Context: an optimization exercise on an open-source flow, tuned for small area. The choices shown serve that exercise and are no tape-out recipe. The RTL was checked by simulation tests, not by an equivalence proof against the original design. Power figures rest on the tool's default switching activity, not on a simulated workload.

`config.mk`:
```
export PLATFORM = sky130hd
export DESIGN_NAME = fir_filter
export DESIGN_NICKNAME = fir_filter
export VERILOG_FILES = /design/flow/design.v
export SDC_FILE = /design/flow/constraint.sdc
export NUM_CORES = 4
export LEC_CHECK = 0
export CAP_MARGIN = 20
export CORE_MARGIN = 2
export CORE_UTILIZATION = 40
export SLEW_MARGIN = 20
```
`constraint.sdc`:
```
create_clock -name core_clock -period 6.0 [get_ports {clk}]
set_input_delay 1.2000 -clock core_clock [delete_from_list [all_inputs] [get_ports {clk}]]
set_output_delay 1.2000 -clock core_clock [all_outputs]
set_load 0.01 [all_outputs]
```
`design.v`:
```
module fir_filter(
    input              clk,
    input              n_rst,
    input  signed [7:0] din,
    output reg signed [7:0] dout
);
reg [7:0] d0;
reg [7:0] d1;
reg [7:0] d2;
reg [7:0] d3;
reg [7:0] d4;
reg [7:0] d5;
reg [7:0] d6;
reg [7:0] d7;
reg [7:0] d8;
reg [7:0] d9;
reg [7:0] d10;
reg [7:0] d11;
reg [7:0] d12;
reg [7:0] d13;
reg [16:0] m;
wire n1, n2, n3, n4, n5, n6, n7, n8, n9, n10, n11, n12, n13, n14, n15, n16, n17, n18, n19, n20, n21, n22, n23, n24, n25, n26, n27, n28, n29, n30, n31, n32, n33, n34, n35, n36, n37, n38, n39, n40, n41, n42, n43, n44, n45, n46, n47, n48, n49, n50, n51, n52, n53, n54, n55, n56, n57, n58, n59, n60, n61, n62, n63, n64, n65, n66, n67, n68, n69, n70, n71, n72, n73, n74, n75, n76, n77, n78, n79, n80, n81, n82, n83, n84, n85, n86, n87, n88, n89, n90, n91, n92, n93, n94, n95, n96, n97, n98, n99, n100, n101, n102, n103, n104, n105, n106, n107, n108, n109, n110, n111, n112, n113, n114, n115, n116, n117, n118, n119, n120, n121, n122, n123, n124, n125, n126, n127, n128, n129, n130, n131, n132, n133, n134, n135, n136, n137, n138, n139, n140, n141, n142, n143, n144, n145, n146, n147, n148, n149, n150, n151, n152, n153, n154, n155, n156, n157, n158, n159, n160, n161, n162, n163, n164, n165, n166, n167, n168, n169, n170, n171, n172, n173, n174, n175, n176, n177, n178, n179, n180, n181, n182, n183, n184, n185, n186, n187, n188, n189, n190, n191, n192, n193, n194, n195, n196, n197, n198, n199, n200, n201, n202, n203, n204, n205, n206, n207, n208, n209, n210, n211, n212, n213, n214, n215, n216, n217, n218, n219, n220, n221, n222, n223, n224, n225, n226, n227, n228, n229, n230, n231, n232, n233, n234, n235, n236, n237, n238, n239, n240, n241, n242, n243, n244, n245, n246, n247, n248, n249, n250, n251, n252, n253, n254, n255, n256, n257, n258, n259, n260, n261, n262, n263, n264, n265, n266, n267, n268, n269, n270, n271, n272, n273, n274, n275, n276, n277, n278, n279, n280, n281, n282, n283, n284, n285, n286, n287, n288, n289, n290, n291, n292, n293, n294, n295, n296, n297, n298, n299, n300, n301, n302, n303, n304, n305, n306, n307, n308, n309, n310, n311, n312, n313, n314, n315, n316, n317, n318, n319, n320, n321, n322, n323, n324, n325, n326, n327, n328, n329, n330, n331, n332, n333, n334, n335, n336, n337, n338, n339, n340, n341, n342, n343, n344, n345, n346, n347, n348, n349, n350, n351, n352, n353, n354, n355, n356, n357, n358, n359, n360, n361, n362, n363, n364, n365, n366, n367, n368, n369, n370, n371, n372, n373, n374, n375, n376, n377, n378, n379, n380, n382, n384, n386, n388, n390, n392, n394, n396, n398, n399, n400, n401, n402, n403, n404, n405, n406, n407, n408, n409, n410, n411, n412, n413, n414, n415, n416, n417, n418, n419, n420, n421, n422, n423, n424;
assign n1 = d1[0] ^ d13[0];
assign n2 = d1[0] & d13[0];
assign n3 = d1[1] ^ d13[1] ^ n2;
assign n4 = (d1[1] & d13[1]) | (n2 & (d1[1] ^ d13[1]));
assign n5 = d1[2] ^ d13[2] ^ n4;
assign n6 = (d1[2] & d13[2]) | (n4 & (d1[2] ^ d13[2]));
assign n7 = d1[3] ^ d13[3] ^ n6;
assign n8 = (d1[3] & d13[3]) | (n6 & (d1[3] ^ d13[3]));
assign n9 = d1[4] ^ d13[4];
assign n10 = d1[4] & d13[4];
assign n11 = d1[5] ^ d13[5] ^ n10;
assign n12 = (d1[5] & d13[5]) | (n10 & (d1[5] ^ d13[5]));
assign n13 = d1[6] ^ d13[6] ^ n12;
assign n14 = (d1[6] & d13[6]) | (n12 & (d1[6] ^ d13[6]));
assign n15 = d1[7] ^ d13[7] ^ n14;
assign n16 = (d1[7] & d13[7]) | (n14 & (d1[7] ^ d13[7]));
assign n17 = d2[0] ^ d12[0];
assign n18 = d2[0] & d12[0];
assign n19 = d2[1] ^ d12[1] ^ n18;
assign n20 = (d2[1] & d12[1]) | (n18 & (d2[1] ^ d12[1]));
assign n21 = d2[2] ^ d12[2] ^ n20;
assign n22 = (d2[2] & d12[2]) | (n20 & (d2[2] ^ d12[2]));
assign n23 = d2[3] ^ d12[3] ^ n22;
assign n24 = (d2[3] & d12[3]) | (n22 & (d2[3] ^ d12[3]));
assign n25 = d2[4] ^ d12[4];
assign n26 = d2[4] & d12[4];
assign n27 = d2[5] ^ d12[5] ^ n26;
assign n28 = (d2[5] & d12[5]) | (n26 & (d2[5] ^ d12[5]));
assign n29 = d2[6] ^ d12[6] ^ n28;
assign n30 = (d2[6] & d12[6]) | (n28 & (d2[6] ^ d12[6]));
assign n31 = d2[7] ^ d12[7] ^ n30;
assign n32 = (d2[7] & d12[7]) | (n30 & (d2[7] ^ d12[7]));
assign n33 = d4[0] ^ d10[0];
assign n34 = d4[0] & d10[0];
assign n35 = d4[1] ^ d10[1] ^ n34;
assign n36 = (d4[1] & d10[1]) | (n34 & (d4[1] ^ d10[1]));
assign n37 = d4[2] ^ d10[2] ^ n36;
assign n38 = (d4[2] & d10[2]) | (n36 & (d4[2] ^ d10[2]));
assign n39 = d4[3] ^ d10[3] ^ n38;
assign n40 = (d4[3] & d10[3]) | (n38 & (d4[3] ^ d10[3]));
assign n41 = d4[4] ^ d10[4];
assign n42 = d4[4] & d10[4];
assign n43 = d4[5] ^ d10[5] ^ n42;
assign n44 = (d4[5] & d10[5]) | (n42 & (d4[5] ^ d10[5]));
assign n45 = d4[6] ^ d10[6] ^ n44;
assign n46 = (d4[6] & d10[6]) | (n44 & (d4[6] ^ d10[6]));
assign n47 = d4[7] ^ d10[7] ^ n46;
assign n48 = (d4[7] & d10[7]) | (n46 & (d4[7] ^ d10[7]));
assign n49 = d5[0] ^ d9[0];
assign n50 = d5[0] & d9[0];
assign n51 = d5[1] ^ d9[1] ^ n50;
assign n52 = (d5[1] & d9[1]) | (n50 & (d5[1] ^ d9[1]));
assign n53 = d5[2] ^ d9[2] ^ n52;
assign n54 = (d5[2] & d9[2]) | (n52 & (d5[2] ^ d9[2]));
assign n55 = d5[3] ^ d9[3] ^ n54;
assign n56 = (d5[3] & d9[3]) | (n54 & (d5[3] ^ d9[3]));
assign n57 = d5[4] ^ d9[4];
assign n58 = d5[4] & d9[4];
assign n59 = d5[5] ^ d9[5] ^ n58;
assign n60 = (d5[5] & d9[5]) | (n58 & (d5[5] ^ d9[5]));
assign n61 = d5[6] ^ d9[6] ^ n60;
assign n62 = (d5[6] & d9[6]) | (n60 & (d5[6] ^ d9[6]));
assign n63 = d5[7] ^ d9[7] ^ n62;
assign n64 = (d5[7] & d9[7]) | (n62 & (d5[7] ^ d9[7]));
assign n65 = d6[0] ^ d8[0];
assign n66 = d6[0] & d8[0];
assign n67 = d6[1] ^ d8[1] ^ n66;
assign n68 = (d6[1] & d8[1]) | (n66 & (d6[1] ^ d8[1]));
assign n69 = d6[2] ^ d8[2] ^ n68;
assign n70 = (d6[2] & d8[2]) | (n68 & (d6[2] ^ d8[2]));
assign n71 = d6[3] ^ d8[3] ^ n70;
assign n72 = (d6[3] & d8[3]) | (n70 & (d6[3] ^ d8[3]));
assign n73 = d6[4] ^ d8[4];
assign n74 = d6[4] & d8[4];
assign n75 = d6[5] ^ d8[5] ^ n74;
assign n76 = (d6[5] & d8[5]) | (n74 & (d6[5] ^ d8[5]));
assign n77 = d6[6] ^ d8[6] ^ n76;
assign n78 = (d6[6] & d8[6]) | (n76 & (d6[6] ^ d8[6]));
assign n79 = d6[7] ^ d8[7] ^ n78;
assign n80 = (d6[7] & d8[7]) | (n78 & (d6[7] ^ d8[7]));
assign n81 = ~n1;
assign n82 = ~n3;
assign n83 = ~n5;
assign n84 = ~n7;
assign n85 = ~n8;
assign n86 = ~n11;
assign n87 = ~n13;
assign n88 = ~n15;
assign n89 = ~n16;
assign n90 = ~n9;
assign n91 = ~n17;
assign n92 = ~n19;
assign n93 = ~n21;
assign n94 = ~n23;
assign n95 = ~n24;
assign n96 = ~n27;
assign n97 = ~n29;
assign n98 = ~n31;
assign n99 = ~n32;
assign n100 = ~n25;
assign n101 = ~n65;
assign n102 = ~n67;
assign n103 = ~n69;
assign n104 = ~n71;
assign n105 = ~n72;
assign n106 = ~n75;
assign n107 = ~n77;
assign n108 = ~n79;
assign n109 = ~n80;
assign n110 = ~n73;
assign n111 = ~d7[0];
assign n112 = ~d7[1];
assign n113 = ~d7[2];
assign n114 = ~d7[3];
assign n115 = ~d7[4];
assign n116 = ~d7[5];
assign n117 = ~d7[6];
assign n118 = ~d7[7];
assign n119 = n111 ^ n33;
assign n120 = n111 & n33;
assign n121 = ~(n112 ^ n65);
assign n122 = n112 | n65;
assign n123 = n120 ^ n121 ^ n35;
assign n124 = (n120 & n121) | (n35 & (n120 ^ n121));
assign n125 = ~(n113 ^ n33);
assign n126 = n113 | n33;
assign n127 = n91 ^ n122 ^ n125;
assign n128 = (n91 & n122) | (n125 & (n91 ^ n122));
assign n129 = n67 ^ n127 ^ n124;
assign n130 = (n67 & n127) | (n124 & (n67 ^ n127));
assign n131 = n37 ^ n93;
assign n132 = n37 & n93;
assign n133 = n114 ^ n1 ^ n126;
assign n134 = (n114 & n1) | (n126 & (n114 ^ n1));
assign n135 = n35 ^ n92 ^ n128;
assign n136 = (n35 & n92) | (n128 & (n35 ^ n92));
assign n137 = n133 ^ n69 ^ n132;
assign n138 = (n133 & n69) | (n132 & (n133 ^ n69));
assign n139 = n135 ^ n130 ^ n39;
assign n140 = (n135 & n130) | (n39 & (n135 ^ n130));
assign n141 = n94 ^ n137;
assign n142 = n94 & n137;
assign n143 = ~(n115 ^ n41);
assign n144 = n115 | n41;
assign n145 = n49 ^ n91 ^ n100;
assign n146 = (n49 & n91) | (n100 & (n49 ^ n91));
assign n147 = n101 ^ n143 ^ n3;
assign n148 = (n101 & n143) | (n3 & (n101 ^ n143));
assign n149 = n145 ^ n134 ^ n37;
assign n150 = (n145 & n134) | (n37 & (n145 ^ n134));
assign n151 = n147 ^ n93 ^ n136;
assign n152 = (n147 & n93) | (n136 & (n147 ^ n93));
assign n153 = n40 ^ n71 ^ n95;
assign n154 = (n40 & n71) | (n95 & (n40 ^ n71));
assign n155 = n149 ^ n138 ^ n151;
assign n156 = (n149 & n138) | (n151 & (n149 ^ n138));
assign n157 = n140 ^ n153 ^ n142;
assign n158 = (n140 & n153) | (n142 & (n140 ^ n153));
assign n159 = ~(n116 ^ n33);
assign n160 = n116 | n33;
assign n161 = n73 ^ n81 ^ n144;
assign n162 = (n73 & n81) | (n144 & (n73 ^ n81));
assign n163 = n159 ^ n43 ^ n51;
assign n164 = (n159 & n43) | (n51 & (n159 ^ n43));
assign n165 = n92 ^ n96 ^ n102;
assign n166 = (n92 & n96) | (n102 & (n92 ^ n96));
assign n167 = n146 ^ n161 ^ n148;
assign n168 = (n146 & n161) | (n148 & (n146 ^ n161));
assign n169 = n5 ^ n163 ^ n165;
assign n170 = (n5 & n163) | (n165 & (n5 ^ n163));
assign n171 = n72 ^ n39 ^ n150;
assign n172 = (n72 & n39) | (n150 & (n72 ^ n39));
assign n173 = n167 ^ n94 ^ n152;
assign n174 = (n167 & n94) | (n152 & (n167 ^ n94));
assign n175 = n169 ^ n154 ^ n171;
assign n176 = (n169 & n154) | (n171 & (n169 ^ n154));
assign n177 = n156 ^ n173 ^ n175;
assign n178 = (n156 & n173) | (n175 & (n156 ^ n173));
assign n179 = ~(n117 ^ n41);
assign n180 = n117 | n41;
assign n181 = n49 ^ n100 ^ n160;
assign n182 = (n49 & n100) | (n160 & (n49 ^ n100));
assign n183 = n179 ^ n35 ^ n75;
assign n184 = (n179 & n35) | (n75 & (n179 ^ n35));
assign n185 = n82 ^ n162 ^ n181;
assign n186 = (n82 & n162) | (n181 & (n82 ^ n162));
assign n187 = n164 ^ n45 ^ n53;
assign n188 = (n164 & n45) | (n53 & (n164 ^ n45));
assign n189 = n183 ^ n93 ^ n97;
assign n190 = (n183 & n93) | (n97 & (n183 ^ n93));
assign n191 = n103 ^ n166 ^ n40;
assign n192 = (n103 & n166) | (n40 & (n103 ^ n166));
assign n193 = n185 ^ n168 ^ n7;
assign n194 = (n185 & n168) | (n7 & (n185 ^ n168));
assign n195 = n95 ^ n187 ^ n189;
assign n196 = (n95 & n187) | (n189 & (n95 ^ n187));
assign n197 = n170 ^ n172 ^ n191;
assign n198 = (n170 & n172) | (n191 & (n170 ^ n172));
assign n199 = n193 ^ n174 ^ n195;
assign n200 = (n193 & n174) | (n195 & (n193 ^ n174));
assign n201 = n176 ^ n197 ^ n199;
assign n202 = (n176 & n197) | (n199 & (n176 ^ n197));
assign n203 = d7[0] ^ n118 ^ n9;
assign n204 = (d7[0] & n118) | (n9 & (d7[0] ^ n118));
assign n205 = n65 ^ n180 ^ n43;
assign n206 = (n65 & n180) | (n43 & (n65 ^ n180));
assign n207 = n51 ^ n203 ^ n96;
assign n208 = (n51 & n203) | (n96 & (n51 ^ n203));
assign n209 = n182 ^ n184 ^ n37;
assign n210 = (n182 & n184) | (n37 & (n182 ^ n184));
assign n211 = n77 ^ n205 ^ n83;
assign n212 = (n77 & n205) | (n83 & (n77 ^ n205));
assign n213 = n207 ^ n186 ^ n8;
assign n214 = (n207 & n186) | (n8 & (n207 ^ n186));
assign n215 = n47 ^ n55 ^ n188;
assign n216 = (n47 & n55) | (n188 & (n47 ^ n55));
assign n217 = n209 ^ n94 ^ n98;
assign n218 = (n209 & n94) | (n98 & (n209 ^ n94));
assign n219 = n104 ^ n190 ^ n211;
assign n220 = (n104 & n190) | (n211 & (n104 ^ n190));
assign n221 = n192 ^ n194 ^ n213;
assign n222 = (n192 & n194) | (n213 & (n192 ^ n194));
assign n223 = n215 ^ n196 ^ n217;
assign n224 = (n215 & n196) | (n217 & (n215 ^ n196));
assign n225 = n219 ^ n198 ^ n221;
assign n226 = (n219 & n198) | (n221 & (n219 ^ n198));
assign n227 = n200 ^ n223 ^ n225;
assign n228 = (n200 & n223) | (n225 & (n200 ^ n223));
assign n229 = ~(d7[1] ^ n57);
assign n230 = d7[1] | n57;
assign n231 = n100 ^ n110 ^ n229;
assign n232 = (n100 & n110) | (n229 & (n100 ^ n110));
assign n233 = n11 ^ n67 ^ n204;
assign n234 = (n11 & n67) | (n204 & (n11 ^ n67));
assign n235 = n231 ^ n206 ^ n45;
assign n236 = (n231 & n206) | (n45 & (n231 ^ n206));
assign n237 = n53 ^ n233 ^ n97;
assign n238 = (n53 & n233) | (n97 & (n53 ^ n233));
assign n239 = n208 ^ n48 ^ n56;
assign n240 = (n208 & n48) | (n56 & (n208 ^ n48));
assign n241 = n39 ^ n79 ^ n210;
assign n242 = (n39 & n79) | (n210 & (n39 ^ n79));
assign n243 = n95 ^ n99 ^ n105;
assign n244 = (n95 & n99) | (n105 & (n95 ^ n99));
assign n245 = n235 ^ n84 ^ n212;
assign n246 = (n235 & n84) | (n212 & (n235 ^ n84));
assign n247 = n237 ^ n214 ^ n216;
assign n248 = (n237 & n214) | (n216 & (n237 ^ n214));
assign n249 = n239 ^ n241 ^ n218;
assign n250 = (n239 & n241) | (n218 & (n239 ^ n241));
assign n251 = n243 ^ n220 ^ n245;
assign n252 = (n243 & n220) | (n245 & (n243 ^ n220));
assign n253 = n222 ^ n247 ^ n224;
assign n254 = (n222 & n247) | (n224 & (n222 ^ n247));
assign n255 = n249 ^ n251 ^ n226;
assign n256 = (n249 & n251) | (n226 & (n249 ^ n251));
assign n257 = n253 ^ n228;
assign n258 = n253 & n228;
assign n259 = ~(d7[2] ^ n41);
assign n260 = d7[2] | n41;
assign n261 = n90 ^ n230 ^ n259;
assign n262 = (n90 & n230) | (n259 & (n90 ^ n230));
assign n263 = n59 ^ n96 ^ n106;
assign n264 = (n59 & n96) | (n106 & (n59 ^ n96));
assign n265 = n232 ^ n261 ^ n13;
assign n266 = (n232 & n261) | (n13 & (n232 ^ n261));
assign n267 = n69 ^ n234 ^ n263;
assign n268 = (n69 & n234) | (n263 & (n69 ^ n234));
assign n269 = n40 ^ n80 ^ n47;
assign n270 = (n40 & n80) | (n47 & (n40 ^ n80));
assign n271 = n55 ^ n236 ^ n85;
assign n272 = (n55 & n236) | (n85 & (n55 ^ n236));
assign n273 = n265 ^ n98 ^ n238;
assign n274 = (n265 & n98) | (n238 & (n265 ^ n98));
assign n275 = n267 ^ n240 ^ n242;
assign n276 = (n267 & n240) | (n242 & (n267 ^ n240));
assign n277 = n244 ^ n269 ^ n246;
assign n278 = (n244 & n269) | (n246 & (n244 ^ n269));
assign n279 = n271 ^ n273 ^ n248;
assign n280 = (n271 & n273) | (n248 & (n271 ^ n273));
assign n281 = n275 ^ n250 ^ n252;
assign n282 = (n275 & n250) | (n252 & (n275 ^ n250));
assign n283 = n277 ^ n279 ^ n254;
assign n284 = (n277 & n279) | (n254 & (n277 ^ n279));
assign n285 = n281 ^ n256 ^ n283;
assign n286 = (n281 & n256) | (n283 & (n281 ^ n256));
assign n287 = ~(d7[3] ^ n57);
assign n288 = d7[3] | n57;
assign n289 = n260 ^ n287 ^ n43;
assign n290 = (n260 & n287) | (n43 & (n260 ^ n287));
assign n291 = n86 ^ n262 ^ n61;
assign n292 = (n86 & n262) | (n61 & (n86 ^ n262));
assign n293 = n289 ^ n97 ^ n107;
assign n294 = (n289 & n97) | (n107 & (n289 ^ n97));
assign n295 = n264 ^ n48 ^ n56;
assign n296 = (n264 & n48) | (n56 & (n264 ^ n48));
assign n297 = n15 ^ n71 ^ n266;
assign n298 = (n15 & n71) | (n266 & (n15 ^ n71));
assign n299 = n99 ^ n291 ^ n293;
assign n300 = (n99 & n291) | (n293 & (n99 ^ n291));
assign n301 = n268 ^ n270 ^ n295;
assign n302 = (n268 & n270) | (n295 & (n268 ^ n270));
assign n303 = n272 ^ n297 ^ n274;
assign n304 = (n272 & n297) | (n274 & (n272 ^ n297));
assign n305 = n299 ^ n276 ^ n301;
assign n306 = (n299 & n276) | (n301 & (n299 ^ n276));
assign n307 = n278 ^ n303 ^ n280;
assign n308 = (n278 & n303) | (n280 & (n278 ^ n303));
assign n309 = n305 ^ n282 ^ n307;
assign n310 = (n305 & n282) | (n307 & (n305 ^ n282));
assign n311 = n284 ^ n309;
assign n312 = n284 & n309;
assign n313 = d7[4] ^ n73 ^ n288;
assign n314 = (d7[4] & n73) | (n288 & (d7[4] ^ n73));
assign n315 = n59 ^ n313 ^ n290;
assign n316 = (n59 & n313) | (n290 & (n59 ^ n313));
assign n317 = n45 ^ n87 ^ n16;
assign n318 = (n45 & n87) | (n16 & (n45 ^ n87));
assign n319 = n72 ^ n63 ^ n292;
assign n320 = (n72 & n63) | (n292 & (n72 ^ n63));
assign n321 = n315 ^ n98 ^ n108;
assign n322 = (n315 & n98) | (n108 & (n315 ^ n98));
assign n323 = n294 ^ n296 ^ n298;
assign n324 = (n294 & n296) | (n298 & (n294 ^ n296));
assign n325 = n317 ^ n319 ^ n300;
assign n326 = (n317 & n319) | (n300 & (n317 ^ n319));
assign n327 = n321 ^ n302 ^ n323;
assign n328 = (n321 & n302) | (n323 & (n321 ^ n302));
assign n329 = n304 ^ n325 ^ n306;
assign n330 = (n304 & n325) | (n306 & (n304 ^ n325));
assign n331 = n327 ^ n308 ^ n329;
assign n332 = (n327 & n308) | (n329 & (n327 ^ n308));
assign n333 = n310 ^ n331;
assign n334 = n310 & n331;
assign n335 = ~(d7[5] ^ n75);
assign n336 = d7[5] | n75;
assign n337 = n314 ^ n335 ^ n61;
assign n338 = (n314 & n335) | (n61 & (n314 ^ n335));
assign n339 = n64 ^ n316 ^ n47;
assign n340 = (n64 & n316) | (n47 & (n64 ^ n316));
assign n341 = n99 ^ n109 ^ n337;
assign n342 = (n99 & n109) | (n337 & (n99 ^ n109));
assign n343 = n88 ^ n318 ^ n320;
assign n344 = (n88 & n318) | (n320 & (n88 ^ n318));
assign n345 = n339 ^ n322 ^ n341;
assign n346 = (n339 & n322) | (n341 & (n339 ^ n322));
assign n347 = n324 ^ n343 ^ n326;
assign n348 = (n324 & n343) | (n326 & (n324 ^ n343));
assign n349 = n345 ^ n328 ^ n347;
assign n350 = (n345 & n328) | (n347 & (n345 ^ n328));
assign n351 = n330 ^ n349 ^ n332;
assign n352 = (n330 & n349) | (n332 & (n330 ^ n349));
assign n353 = ~(d7[6] ^ n336);
assign n354 = d7[6] | n336;
assign n355 = n77 ^ n353 ^ n48;
assign n356 = (n77 & n353) | (n48 & (n77 ^ n353));
assign n357 = n63 ^ n338 ^ n89;
assign n358 = (n63 & n338) | (n89 & (n63 ^ n338));
assign n359 = n340 ^ n355 ^ n342;
assign n360 = (n340 & n355) | (n342 & (n340 ^ n355));
assign n361 = n357 ^ n344 ^ n346;
assign n362 = (n357 & n344) | (n346 & (n357 ^ n344));
assign n363 = n359 ^ n348 ^ n361;
assign n364 = (n359 & n348) | (n361 & (n359 ^ n348));
assign n365 = n350 ^ n363;
assign n366 = n350 & n363;
assign n367 = ~(d7[7] ^ n354);
assign n368 = d7[7] | n354;
assign n369 = n367 ^ n64 ^ n79;
assign n370 = (n367 & n64) | (n79 & (n367 ^ n64));
assign n371 = n356 ^ n358 ^ n369;
assign n372 = (n356 & n358) | (n369 & (n356 ^ n358));
assign n373 = n360 ^ n371 ^ n362;
assign n374 = (n360 & n371) | (n362 & (n360 ^ n371));
assign n375 = n364 ^ n373;
assign n376 = n364 & n373;
assign n377 = n368 ^ n80 ^ n370;
assign n378 = (n368 & n80) | (n370 & (n368 ^ n80));
assign n379 = n372 ^ n377 ^ n374;
assign n380 = (n372 & n377) | (n374 & (n372 ^ n377));
assign n382 = n91 & n119;
assign n384 = (n382 & n92) | (n123 & (n382 ^ n92));
assign n386 = (n131 & n129) | (n384 & (n131 ^ n129));
assign n388 = (n139 & n386) | (n141 & (n139 ^ n386));
assign n390 = (n155 & n157) | (n388 & (n155 ^ n157));
assign n392 = (n158 & n177) | (n390 & (n158 ^ n177));
assign n394 = (n178 & n201) | (n392 & (n178 ^ n201));
assign n396 = (n202 & n227) | (n394 & (n202 ^ n227));
assign n398 = (n255 & n257) | (n396 & (n255 ^ n257));
assign n399 = m[0] ^ m[1] ^ m[2];
assign n400 = (m[0] & m[1]) | (m[2] & (m[0] ^ m[1]));
assign n401 = m[3] ^ m[4] ^ n400;
assign n402 = (m[3] & m[4]) | (n400 & (m[3] ^ m[4]));
assign n403 = m[5] ^ m[6] ^ n402;
assign n404 = (m[5] & m[6]) | (n402 & (m[5] ^ m[6]));
assign n405 = m[7] ^ m[8] ^ n404;
assign n406 = (m[7] & m[8]) | (n404 & (m[7] ^ m[8]));
assign n407 = m[9] ^ m[10] ^ n406;
assign n408 = (m[9] & m[10]) | (n406 & (m[9] ^ m[10]));
assign n409 = m[11] ^ m[12] ^ n408;
assign n410 = (m[11] & m[12]) | (n408 & (m[11] ^ m[12]));
assign n411 = m[13] ^ m[14] ^ n410;
assign n412 = (m[13] & m[14]) | (n410 & (m[13] ^ m[14]));
assign n413 = m[15] ^ m[16] ^ n412;
assign n414 = (m[15] & m[16]) | (n412 & (m[15] ^ m[16]));
assign n415 = ~n414;
assign n416 = n415 ^ n413;
assign n417 = n416 ? n413 : n401;
assign n418 = n416 ? n413 : n403;
assign n419 = n416 ? n413 : n405;
assign n420 = n416 ? n413 : n407;
assign n421 = n416 ? n413 : n409;
assign n422 = n416 ? n413 : n411;
assign n423 = n416 | n399;
assign n424 = ~din[7];
always @(posedge clk or negedge n_rst) begin
    if (!n_rst) begin
        d0 <= 8'h80;
        d1 <= 8'h80;
        d2 <= 8'h80;
        d3 <= 8'h80;
        d4 <= 8'h80;
        d5 <= 8'h80;
        d6 <= 8'h80;
        d7 <= 8'h80;
        d8 <= 8'h80;
        d9 <= 8'h80;
        d10 <= 8'h80;
        d11 <= 8'h80;
        d12 <= 8'h80;
        d13 <= 8'h80;
        m <= 17'h18000;
        dout <= 8'sd0;
    end else begin
        d0[0] <= din[0];
        d0[1] <= din[1];
        d0[2] <= din[2];
        d0[3] <= din[3];
        d0[4] <= din[4];
        d0[5] <= din[5];
        d0[6] <= din[6];
        d0[7] <= n424;
        d1[0] <= d0[0];
        d1[1] <= d0[1];
        d1[2] <= d0[2];
        d1[3] <= d0[3];
        d1[4] <= d0[4];
        d1[5] <= d0[5];
        d1[6] <= d0[6];
        d1[7] <= d0[7];
        d2[0] <= d1[0];
        d2[1] <= d1[1];
        d2[2] <= d1[2];
        d2[3] <= d1[3];
        d2[4] <= d1[4];
        d2[5] <= d1[5];
        d2[6] <= d1[6];
        d2[7] <= d1[7];
        d3[0] <= d2[0];
        d3[1] <= d2[1];
        d3[2] <= d2[2];
        d3[3] <= d2[3];
        d3[4] <= d2[4];
        d3[5] <= d2[5];
        d3[6] <= d2[6];
        d3[7] <= d2[7];
        d4[0] <= d3[0];
        d4[1] <= d3[1];
        d4[2] <= d3[2];
        d4[3] <= d3[3];
        d4[4] <= d3[4];
        d4[5] <= d3[5];
        d4[6] <= d3[6];
        d4[7] <= d3[7];
        d5[0] <= d4[0];
        d5[1] <= d4[1];
        d5[2] <= d4[2];
        d5[3] <= d4[3];
        d5[4] <= d4[4];
        d5[5] <= d4[5];
        d5[6] <= d4[6];
        d5[7] <= d4[7];
        d6[0] <= d5[0];
        d6[1] <= d5[1];
        d6[2] <= d5[2];
        d6[3] <= d5[3];
        d6[4] <= d5[4];
        d6[5] <= d5[5];
        d6[6] <= d5[6];
        d6[7] <= d5[7];
        d7[0] <= d6[0];
        d7[1] <= d6[1];
        d7[2] <= d6[2];
        d7[3] <= d6[3];
        d7[4] <= d6[4];
        d7[5] <= d6[5];
        d7[6] <= d6[6];
        d7[7] <= d6[7];
        d8[0] <= d7[0];
        d8[1] <= d7[1];
        d8[2] <= d7[2];
        d8[3] <= d7[3];
        d8[4] <= d7[4];
        d8[5] <= d7[5];
        d8[6] <= d7[6];
        d8[7] <= d7[7];
        d9[0] <= d8[0];
        d9[1] <= d8[1];
        d9[2] <= d8[2];
        d9[3] <= d8[3];
        d9[4] <= d8[4];
        d9[5] <= d8[5];
        d9[6] <= d8[6];
        d9[7] <= d8[7];
        d10[0] <= d9[0];
        d10[1] <= d9[1];
        d10[2] <= d9[2];
        d10[3] <= d9[3];
        d10[4] <= d9[4];
        d10[5] <= d9[5];
        d10[6] <= d9[6];
        d10[7] <= d9[7];
        d11[0] <= d10[0];
        d11[1] <= d10[1];
        d11[2] <= d10[2];
        d11[3] <= d10[3];
        d11[4] <= d10[4];
        d11[5] <= d10[5];
        d11[6] <= d10[6];
        d11[7] <= d10[7];
        d12[0] <= d11[0];
        d12[1] <= d11[1];
        d12[2] <= d11[2];
        d12[3] <= d11[3];
        d12[4] <= d11[4];
        d12[5] <= d11[5];
        d12[6] <= d11[6];
        d12[7] <= d11[7];
        d13[0] <= d12[0];
        d13[1] <= d12[1];
        d13[2] <= d12[2];
        d13[3] <= d12[3];
        d13[4] <= d12[4];
        d13[5] <= d12[5];
        d13[6] <= d12[6];
        d13[7] <= d12[7];
        m[0] <= n258;
        m[1] <= n285;
        m[2] <= n398;
        m[3] <= n286;
        m[4] <= n311;
        m[5] <= n312;
        m[6] <= n333;
        m[7] <= n334;
        m[8] <= n351;
        m[9] <= n352;
        m[10] <= n365;
        m[11] <= n366;
        m[12] <= n375;
        m[13] <= n376;
        m[14] <= n379;
        m[15] <= n378;
        m[16] <= n380;
        dout[0] <= n423;
        dout[1] <= n417;
        dout[2] <= n418;
        dout[3] <= n419;
        dout[4] <= n420;
        dout[5] <= n421;
        dout[6] <= n422;
        dout[7] <= n415;
    end
end
endmodule
```
`run.sh`:
```
#!/bin/bash
# synth_recipe.tcl (not shown) runs the flow's synth.tcl, then flattens the netlist and writes it again
# the make line also repeats each setting of config.mk as NAME=value (left out here)
make -C /OpenROAD-flow-scripts/flow DESIGN_CONFIG=/design/flow/config.mk WORK_HOME=/design/flow/orfs CLKGATE_MAP_FILE= SYNTH_SCRIPT=/design/flow/synth_recipe.tcl finish
```
==> results.txt <==
cell usage after synthesis:
cell type,n,area [um^2]
nor2b_1,1,6.26
ha_1,38,475
o21ai_0,1,5.00
dfstp_2,16,420
maj3_1,6,60.1
xor2_1,1,8.76
a2111oi_1,1,10.0
inv_1,222,833
nand2b_1,1,6.26
dfrtp_1,121,3030
nand3_1,1,5.00
xnor2_1,1,8.76
o21bai_1,1,7.51
a21o_1,3,22.5
a21oi_1,2,10.0
fa_1,149,2980
nor2_1,1,3.75
metrics by stage:
stage / utilization [%] / instance area [um^2]
after global routing: 46.3 / 8990
after detailed placement: 43.3 / 8400
after floorplan: - / 7890
final: 46.3 / 8990
after CTS: 46.3 / 8990
after global placement: 43.3 / 8400
worst min path at each step:
stage,from,endpoint,depth (start not counted)
floorplan,d11[0],d12[0],0
global placement,d3[6],d4[6],0
detailed placement,d0[0],d1[0],0
CTS,d0[0],d1[0],0
global route,d0[0],d1[0],0
finish,d0[0],d1[0],0
worst max-delay path, stage by stage (launching register included):
cell	delay, ns
dfrtp_1	0.41
inv_1	0.09
fa_1	0.45
fa_1	0.42
fa_1	0.62
inv_1	0.13
fa_1	0.44
fa_1	0.43
fa_1	0.51
inv_1	0.04
fa_1	0.47
inv_1	0.04
ha_1	0.18
a2111oi_1	0.34
o21bai_1	0.13
layer usage:
metal  part of all wire [%]  up-vias  track usage [%]
li1                       -     1631                -
met1                     44     1979             19.4
met2                     52       26             23.9
met3                    2.0       17             3.51
met4                    1.8        0             4.75
met5                      0        -                0
final cells by class:
type / instances / area, um^2
clock buffer: 17 / 425
clock inverter: 15 / 156
fill: 1749 / 10400
inverter: 222 / 833
multi-input combinational: 207 / 3610
sequential: 137 / 3450
tap: 265 / 332
timing repair buffer: 18 / 179
power by group through the flow:
| stage | registers [mW] | logic [mW] | clock network (mW) |
|---|---|---|---|
| final | 1.19 | 3.12 | 1.02 |
| after global routing | 1.21 | 3.85 | 1.10 |
| after CTS | 1.20 | 3.26 | 1.05 |
| after detailed placement | 1.21 | 3.21 | 0 |
| after global placement | 1.21 | 3.12 | 0 |
| after floorplan | 1.21 | 2.38 | 0 |
cell families (layout without fill, tap and decap cells):
kind of cell,after synthesis,after routing,share of synthesized area (%)
buf+inv,222,272,10.6
fa+ha+maj,193,193,44.6
flops,137,137,43.7
compound gates,8,8,0.697
simple gates,4,4,0.269
xor+xnor,2,2,0.222
==> impl_metrics.py <==
metrics = {
    "placement": {
        "place_congestion": 0.860,
        "post-place-ws_ns": 1.09,
        "io_buffers": 17,
        "dp_cells": 849,
        "dp_hpwl_um": 10900,
    },
    "cells_and_area": {
        "insertedDiodeCount": 0,
        "fin_cells": 881,
        "drive_gt1_share_pct": 8.12,
        "nets": 800,
        "top_register": "m",
        "syn2layout_area_growth_pct": 13.8,
        "largest_register_ff_count": 17,
        "final_cell_mix": "inv_1 (222), fa_1 (149), dfrtp_1 (121), ha_1 (38), clkbuf_16 (17)",
        "final_common_cell": "inv_1",
    },
    "clock_network": {
        "cts_buffers": 17,
        "cts_root_buffer": "clkbuf_16",
        "cts_hold_buf": 0,
        "insertion_delay_ns": 0.43,
        "cts_resized": 0,
        "cts_sinks": 137,
        "clk_pin_slew_ns": 0.06,
        "post_cts_buffers": 0,
        "h-tree-depth": 4,
        "cts_tree": "yes",
        "clock_path_buffers": 2,
    },
    "global_routing": {
        "grt_max_degree": 71,
        "overflow": 0,
        "antenna_found_initial": 0,
        "grt_pass1_wl_um": 21900,
        "grt_use_total_pct": 14.6,
        "grt_pass1_vias": 4294,
    },
    "timing": {
        "fmax_mhz": 206,
        "finalHoldViolations": 0,
        "setup_ws_ns": 1.16,
        "grt_setup_unrepaired": "no",
        "holdWs_ns": 0.346,
        "worst_pin_slew_ns": 0.849,
        "finalCriticalPeriod_ns": 4.84,
        "slew_violations": 0,
        "tns_ns": 0,
        "maxSlewHeadroom_pct": 43.4,
        "fin_crit_sh_pct": 80.7,
        "setup_viol": 0,
        "skew_ns": 0.0136,
    },
    "routing": {
        "vias": 3653,
        "wl_um": 13100,
        "drc": 0,
        "drtAntennaViolNets": 0,
        "wl_per_cell_um": 14.9,
        "firstDrtPassIters": 4,
        "viasPerCell": 4.15,
        "drt_iter0_markers": 126,
    },
    "critical_path": {
        "r2r_slack_ns": 1.16,
        "cp.required_ns": 6.30,
        "cp_max_fo": 2,
        "cp-end-kind": "register",
        "cp.arrival_ns": 5.14,
        "crit_type": "register to register",
        "crit_path_start_kind": "register",
        "crit_path_start": "d4[1]",
        "r2r-end": "m[2]",
        "cp-endpoint": "m[2]",
        "rr_startpoint": "d4[1]",
        "rr_worst_depth": 14,
    },
    "pwr": {
        "power.total_mw": 5.34,
        "ir_drop_mv": 0.381,
        "clkPwrFrac_pct": 19.2,
        "combPwrFrac_pct": 58.5,
        "power_switching_share_pct": 40.8,
        "power_density_nw_per_um2": 594,
        "seq_power_share_pct": 22.3,
        "power.net_switching_mw": 2.18,
        "internal_power_mw": 3.16,
        "leakagePower_nw": 4.54,
    },
    "synthesis": {
        "syn-cell-area_um2": 7890,
        "synth_cells": 566,
        "avgSynthCellArea_um2": 13.9,
        "synth_nets": 763,
        "ys_types": 17,
        "ys_seq_area_share_pct": 43.7,
        "synth_warnings": 1,
        "ys_seq_elements": 137,
    },
    "die": {
        "placementRows": 51,
        "die-height_um": 144,
        "initial_core_util_pct": 40.7,
        "core_area_um2": 19400,
        "dieWidth_um": 144,
        "dieArea_um2": 20900,
        "io_pins": 18,
    },
    "min_path": {
        "hp-class": "register to register",
    },
    "run_status": {
        "status": "finished clean",
    },
    "run": {
        "max-cap-violations": 0,
    },
}

==> what the ideal ports hide <==
The results above use ideal ports. As a check the final layout listed here was re-extracted and re-timed, cells and wires unchanged. Step 1 sets driving cells, clkbuf_16 on the clock port and buf_2 on the other inputs (assumed; they add their load-dependent delay and slew). Step 2 also shifts input and output timing later by t, the mid clock arrival at the registers, as if the neighbouring blocks saw the same clock. Slacks: no drivers / after step 1 / after step 2; pairs: no drivers / after step 1.
shift t [ns]: 0.463
setup slack, ns: 1.157 / 1.157 / 1.157
worst setup path after step 2: register to register
worst data-port slew with drivers (ns): 0.04
pins driven straight from the clock port: 1
After both steps this run still meets setup and hold. For this run, drivers alone change the setup slack by 0.000 ns; drivers and shift together by 0.000 ns.
